From an optimization exercise on the open Yosys and OpenROAD flow, aimed at small area and a short achievable clock period; shortcuts taken in it are not production practice.
In this exercise RTL edits were held to simulation tests only and were not proved equivalent to the original.

==> raven: inputs <==
==> flow/design.v (excerpt) <==
module intt4point(
    input clk, rst,
    input [15:0] in0, in1, in2, in3,
    output [15:0] out0, out1, out2, out3
);
Settings: LEC_CHECK=0, CAP_MARGIN=20, CORE_MARGIN=2, CORE_UTILIZATION=40, SLEW_MARGIN=20, SYNTH_HIERARCHICAL=1, SYNTH_MINIMUM_KEEP_SIZE=0; clock period 110.0 ns.
standard.sh (not shown) runs the stock make flow with config.mk's settings and CLKGATE_MAP_FILE= SYNTH_SCRIPT=/design/flow/synth_recipe.tcl, a recipe that flattens the netlist after the stock synthesis.
==> flow/flow/run.sh <==
#!/bin/bash
set -e
export BUFFER_PORTS_ARGS="-buffer_cell sky130_fd_sc_hd__buf_1"
bash standard.sh > standard.log 2>&1
==> inputs of harbor, as changes to raven <==
--- a/flow/config.mk
+++ b/flow/config.mk
@@ -9,3 +9,3 @@
 export CORE_MARGIN = 2
-export CORE_UTILIZATION = 40
+export CORE_UTILIZATION = 60
 export SLEW_MARGIN = 20
==> results.txt <==
item	raven	harbor
Run status	no timing/DRC/antenna violations	no timing/DRC/antenna violations
Wire length after detailed routing	22900 um	21900 um
Share of the final layout cell area in sequential cells	0.0996	0.101
Top achievable clock speed	0.0310 GHz	0.0310 GHz
Vias post-DR	6403	6511
Count of routing violations after the opening detailed-route iteration	267	218
Worst-path fanout max	9	7
Signal buffers share of area	0.0346	0.0348
Area of the core	26100 sq um	17300 sq um
Slowest cell delay on critical path	0.77 ns	0.70 ns
Post-DP HPWL	20400 um	19700 um
Slew @ Worst Pin	0.726 ns	0.724 ns

==> inputs of job 5197 <==
Another version of the RTL of intt4point (not shown whole).
clock: 110.0 ns
lec_check: 0
cap_margin: 20
core_margin: 2
core_utilization: 40
slew_margin: 20
synth_hierarchical: 1
synth_minimum_keep_size: 0
Scripts as last shown in full above: flow/flow/run.sh
==> job 6014: changes against job 5197 <==
==> flow/flow/run.sh (replaced) <==
#!/bin/bash
set -e
export BUFFER_PORTS_ARGS="-buffer_cell sky130_fd_sc_hd__buf_1"
export SETUP_SLACK_MARGIN=79.4
bash standard.sh > standard.log 2>&1
==> job 6256: changes against job 5197 <==
--- a/flow/design.v
+++ b/flow/design.v
@@ -1,18 +1,17 @@
 module intt4point(
     input clk, rst,
     input [15:0] in0, in1, in2, in3,
     output [15:0] out0, out1, out2, out3
 );
   wire [12:0] z0, z1, z2, z3;
-  reg [12:0] rz0;
+  reg [14:0] rs0;
   reg [14:0] rs2;
   reg [12:0] rb;
   reg [12:0] rd;
-  wire [12:0] x0z;
   wire [12:0] dmz;
   wire [12:0] bmz;
   wire [12:0] g0 = in0[12:0] & {13{~rst}};
   wire [12:0] g1 = in1[12:0] & {13{~rst}};
   wire [12:0] g2 = in2[12:0] & {13{~rst}};
   wire [12:0] g3 = in3[12:0] & {13{~rst}};
   wire s1, c2;
@@ -272,41 +271,39 @@
   fa_m us249 (.a(s23), .b(i248), .c(c247), .s(s249), .co(c250));
   wire i251 = ~s51;
   wire s252, c253;
   fa_m us252 (.a(s25), .b(i251), .c(c250), .s(s252), .co(c253));
   wire i254 = ~c52;
   wire s255, c256;
   fa_m us255 (.a(c26), .b(i254), .c(c253), .s(s255), .co(c256));
-  wire s257, c258;
-  xn_m us257 (.a(s187), .b(s189), .y(s257));
-  or_m uc258 (.a(s187), .b(s189), .y(c258));
-  wire s259, c260;
-  ha_m us259 (.a(s187), .b(s205), .s(s259), .co(c260));
-  wire s261, c262;
-  fa_m us261 (.a(s189), .b(s207), .c(c260), .s(s261), .co(c262));
-  wire s263, c264;
-  ha_m us263 (.a(s209), .b(c262), .s(s263), .co(c264));
-  wire s265, c266;
-  ha_m us265 (.a(s211), .b(c264), .s(s265), .co(c266));
-  wire s267, c268;
-  fa_m us267 (.a(s213), .b(s187), .c(c266), .s(s267), .co(c268));
-  wire i269 = ~s257;
-  wire s270, c271;
-  fa_m us270 (.a(c214), .b(i269), .c(c268), .s(s270), .co(c271));
-  wire i272 = ~c258;
-  wire s273, c274;
-  xn_m us273 (.a(i272), .b(c271), .y(s273));
-  or_m uc274 (.a(i272), .b(c271), .y(c274));
-  wire [12:0] w275 = {s270, s267, s265, s263, s261, s259, s203, s201, s199, s197, s195, s193, s191};
-  assign x0z = s273 ? w275 + 13'd7681 : w275;
-  wire [12:0] rz0_d = {x0z[12], x0z[11], x0z[10], x0z[9], x0z[8], x0z[7], x0z[6], x0z[5], x0z[4], x0z[3], x0z[2], x0z[1], x0z[0]};
+  wire [14:0] rs0_d = {c214, s213, s211, s209, s207, s205, s203, s201, s199, s197, s195, s193, s191, s189, s187};
   wire [14:0] rs2_d = {c256, s255, s252, s249, s246, s243, s240, s237, s234, s231, s228, s225, s222, s219, s216};
   wire [12:0] rb_d = {bmz[12], bmz[11], bmz[10], bmz[9], bmz[8], bmz[7], bmz[6], bmz[5], bmz[4], bmz[3], bmz[2], bmz[1], bmz[0]};
   wire [12:0] rd_d = {dmz[12], dmz[11], dmz[10], dmz[9], dmz[8], dmz[7], dmz[6], dmz[5], dmz[4], dmz[3], dmz[2], dmz[1], dmz[0]};
-  assign z0 = rz0;
+  wire i257 = ~rs0[1];
+  wire s258, c259;
+  ha_m us258 (.a(i257), .b(rs0[14]), .s(s258), .co(c259));
+  wire s260, c261;
+  ha_m us260 (.a(rs0[0]), .b(rs0[9]), .s(s260), .co(c261));
+  wire s262, c263;
+  fa_m us262 (.a(rs0[1]), .b(rs0[10]), .c(c261), .s(s262), .co(c263));
+  wire s264, c265;
+  ha_m us264 (.a(rs0[11]), .b(c263), .s(s264), .co(c265));
+  wire s266, c267;
+  ha_m us266 (.a(rs0[12]), .b(c265), .s(s266), .co(c267));
+  wire s268, c269;
+  fa_m us268 (.a(rs0[13]), .b(rs0[0]), .c(c267), .s(s268), .co(c269));
+  wire i270 = ~rs0[0];
+  wire s271, c272;
+  fa_m us271 (.a(i270), .b(s258), .c(c269), .s(s271), .co(c272));
+  wire s273, c274;
+  xn_m us273 (.a(c259), .b(c272), .y(s273));
+  or_m uc274 (.a(c259), .b(c272), .y(c274));
+  wire [12:0] w275 = {s271, s268, s266, s264, s262, s260, rs0[8], rs0[7], rs0[6], rs0[5], rs0[4], rs0[3], rs0[2]};
+  assign z0 = s273 ? w275 + 13'd7681 : w275;
   wire i276 = ~rs2[1];
   wire s277, c278;
   xn_m us277 (.a(i276), .b(rs2[14]), .y(s277));
   or_m uc278 (.a(i276), .b(rs2[14]), .y(c278));
   wire i279 = ~rs2[7];
   wire s280, c281;
   ha_m us280 (.a(i279), .b(rs2[5]), .s(s280), .co(c281));
@@ -972,15 +969,15 @@
   wire i924 = ~s916;
   wire i925 = ~s918;
   wire i926 = ~s920;
   wire [12:0] w927 = {i926, i925, i924, s913, s910, s907, s904, s902, s899, s896, s893, s891, s889};
   wire i928 = ~s922;
   assign z3 = i928 ? w927 + 13'd7681 : w927;
   always @(posedge clk) begin
-    rz0 <= rz0_d;
+    rs0 <= rs0_d;
     rs2 <= rs2_d;
     rb <= rb_d;
     rd <= rd_d;
   end
   assign out0 = {3'b000, z0};
   assign out1 = {3'b000, z1};
   assign out2 = {3'b000, z2};
==> flow/flow/run.sh (replaced) <==
#!/bin/bash
set -e
export BUFFER_PORTS_ARGS="-buffer_cell sky130_fd_sc_hd__buf_1"
export SETUP_SLACK_MARGIN=78
bash standard.sh > standard.log 2>&1
==> reports/metrics.cfg <==
[yosys]
avgSynthCellArea_um2 = 12.1
syn_area_mm2 = 0.0103
synthXorXnorAreaFrac_pct = 7.82

[finish]
final_util_pct = 44.2
clkCellAreaFrac_pct = 1.37

[status]
status = complete, no violations

[place]
gp_congestion = 0.866

[floorplan]
die-width_um = 164
fp.dieH_um = 164

[grt]
grt_pass1_wl_um = 35400

[drt]
dr_total_vias = 6216
wl_met1_um = 10400

[sta]
holdWs_ns = 22.19

[clocking]
cts_resized = 0

[end of results for job 6256]
==> reports/metrics.cfg <==
[critical_path]
crit_type = reg2out

[finish]
nClkBuffers = 5
final_util_pct = 45.5

[floorplan]
fp.dieH_um = 164
die-width_um = 164
initial_core_util_pct = 40.8

[yosys]
synthXorXnorAreaFrac_pct = 7.94
avgSynthCellArea_um2 = 12.1
syn_area_mm2 = 0.0103
ys_top_cells_by_count = fa_1 (289), inv_1 (132), ha_1 (61)

[status]
status = complete, no violations

[sta]
holdWs_ns = 22.22

[grt]
grt_usage_pct = 16.9

[clocking]
cts_resized = 40

[end of results for job 6014]
==> reports/metrics.cfg <==
[status]
status = complete, no violations

[sta]
holdWs_ns = 22.22

[clocking]
cts_resized = 0

[finish]
seqCellArea_mm2 = 0.00108
final_util_pct = 44.3

[place]
portBuffers = 105
gp_congestion = 0.860

[floorplan]
fp.dieH_um = 164
die-width_um = 164

[drt]
wl_met1_um = 9770
dr_total_vias = 6072

[yosys]
syn_area_mm2 = 0.0103
synthXorXnorAreaFrac_pct = 7.94

[critical_path]
worstPathRequired_ns = 88.00

[grt]
grt_max_degree = 53

[end of results for job 5197]

==> inputs of 01-14 <==
intt4point, a different RTL version from the one above (not shown whole).
==> flow/design.v (excerpt) <==
module intt4point(
    input clk, rst,
    input [15:0] in0, in1, in2, in3,
    output [15:0] out0, out1, out2, out3
);
clock: 110.0 ns
lec_check: 0
cap_margin: 20
core_margin: 2
core_utilization: 40
cts_buf_list: sky130_fd_sc_hd__clkbuf_4 sky130_fd_sc_hd__clkbuf_8
slew_margin: 20
synth_hierarchical: 1
synth_minimum_keep_size: 0
run.sh (not shown) runs the stock make flow with config.mk's settings and CLKGATE_MAP_FILE= SYNTH_SCRIPT=/design/flow/synth_recipe.tcl, a recipe that flattens the netlist after the stock synthesis.
Stock flow here: none of the scripts above is used.
==> 03-07: changes against 01-14 <==
==> flow/flow/run.sh (new file) <==
#!/bin/bash
set -e
export BUFFER_PORTS_ARGS="-buffer_cell sky130_fd_sc_hd__buf_1"
bash standard.sh > standard.log 2>&1
==> flow/standard.sh (new file) <==
#!/bin/bash
# synth_recipe.tcl (not shown) runs the flow's synth.tcl, then flattens the netlist and writes it again
# the make line also repeats each setting of config.mk as NAME=value (left out here)
make -C /OpenROAD-flow-scripts/flow DESIGN_CONFIG=/design/flow/config.mk WORK_HOME=/design/flow/orfs CLKGATE_MAP_FILE= SYNTH_SCRIPT=/design/flow/synth_recipe.tcl "${@:-finish}"
CTS_BUF_LIST = default   (was sky130_fd_sc_hd__clkbuf_4 sky130_fd_sc_hd__clkbuf_8)
removed: flow/run.sh
==> 05-12: changes against 01-14 <==
CTS_BUF_LIST = default   (was sky130_fd_sc_hd__clkbuf_4 sky130_fd_sc_hd__clkbuf_8)
==> flow_summary.toml <==
[detailed_routing]
met1Wirelength_um = 12000
met2_length_um = 10700

[grt]
met2_usage_pct = 27.4
grt_pass1_vias = 7458

[min_path]
min_path_cells = 3
worstHoldStart = "in0[0]"

[final_layout]
final_cell_mix = "fa_1 (300), inv_1 (164), buf_1 (104)"
num-nonclk-buffers = 107
diodes = 2
postLayoutCellArea_mm2 = 0.0122

[clock_network]
clk_pin_slew_ps = 60

[placed_design]
post_dp_cell_area_mm2 = 0.0119

[status]
outcome = "no timing/DRC/antenna violations"
[end of results for 03-07]
==> flow_summary.toml <==
[status]
outcome = "no timing/DRC/antenna violations"

[clock_network]
clk_path_buf_depth = 2

[grt]
met2_usage_pct = 27.6
grt_pass1_vias = 7499
top_usage_layer = "met2"

[final_layout]
postLayoutCellArea_mm2 = 0.0129
diodes = 0
final_cell_mix = "fa_1 (300), inv_1 (164), clkdlybuf4s50_1 (104)"
num-nonclk-buffers = 106

[detailed_routing]
met1Wirelength_um = 11800
met2_length_um = 10800

[min_path]
worstHoldStart = "rst"
min_path_cells = 2

[placed_design]
post_dp_cell_area_mm2 = 0.0125
[end of results for 05-12]
==> flow_summary.toml <==
[clock_network]
clk_pin_slew_ps = 80
cts_tree = "built"

[placed_design]
post_dp_cell_area_mm2 = 0.0125

[final_layout]
num-nonclk-buffers = 107
final_cell_mix = "fa_1 (300), inv_1 (164), clkdlybuf4s50_1 (104)"
postLayoutCellArea_mm2 = 0.0128

[detailed_routing]
met2_length_um = 10600
met1Wirelength_um = 11600

[grt]
met2_usage_pct = 27.4
antenna_found_initial = 0
grt_pass1_vias = 7519

[min_path]
min_path_cells = 2

[status]
outcome = "no timing/DRC/antenna violations"
[end of results for 01-14]

what the ideal ports hide:
Ports are ideal in the flow. The routed layouts listed here were re-timed in OpenROAD. Step 1 assumes that a clkbuf_16 drives the clock port and a buf_2 every other input. Step 2 also shifts input and output timing later by t, the mid clock arrival at the registers, as if the neighbouring blocks saw the same clock. Slacks: ideal ports / drivers / drivers and shift; pairs: ideal ports / drivers.
| run | shift t [ns] | setup WS [ns] | slew at the worst register clock pin (ns) | cell pins on the clock port's net |
|---|---|---|---|---|
| raven | 0.360 | 77.733 / 77.694 / 78.055 | 0.05 / 0.05 | 1 |
| harbor | 0.347 | 77.785 / 77.754 / 78.102 | 0.05 / 0.05 | 1 |
| job 5197 | 0.329 | 78.867 / 78.828 / 78.830 | 0.07 / 0.07 | 1 |
| job 6014 | 0.329 | 79.689 / 79.650 / 79.438 | 0.07 / 0.07 | 1 |
| job 6256 | 0.333 | 78.881 / 78.842 / 79.175 | 0.07 / 0.07 | 1 |
| 01-14 | 0.396 | 77.149 / 77.112 / 77.508 | 0.09 / 0.09 | 1 |
| 03-07 | 0.384 | 77.583 / 77.541 / 77.925 | 0.06 / 0.06 | 1 |
| 05-12 | 0.378 | 77.166 / 77.126 / 77.504 | 0.07 / 0.07 | 1 |
After both steps setup and hold are still met in every run listed. For job 6014, which loses most, drivers alone change the setup slack by -0.039 ns; drivers and shift together by -0.251 ns.
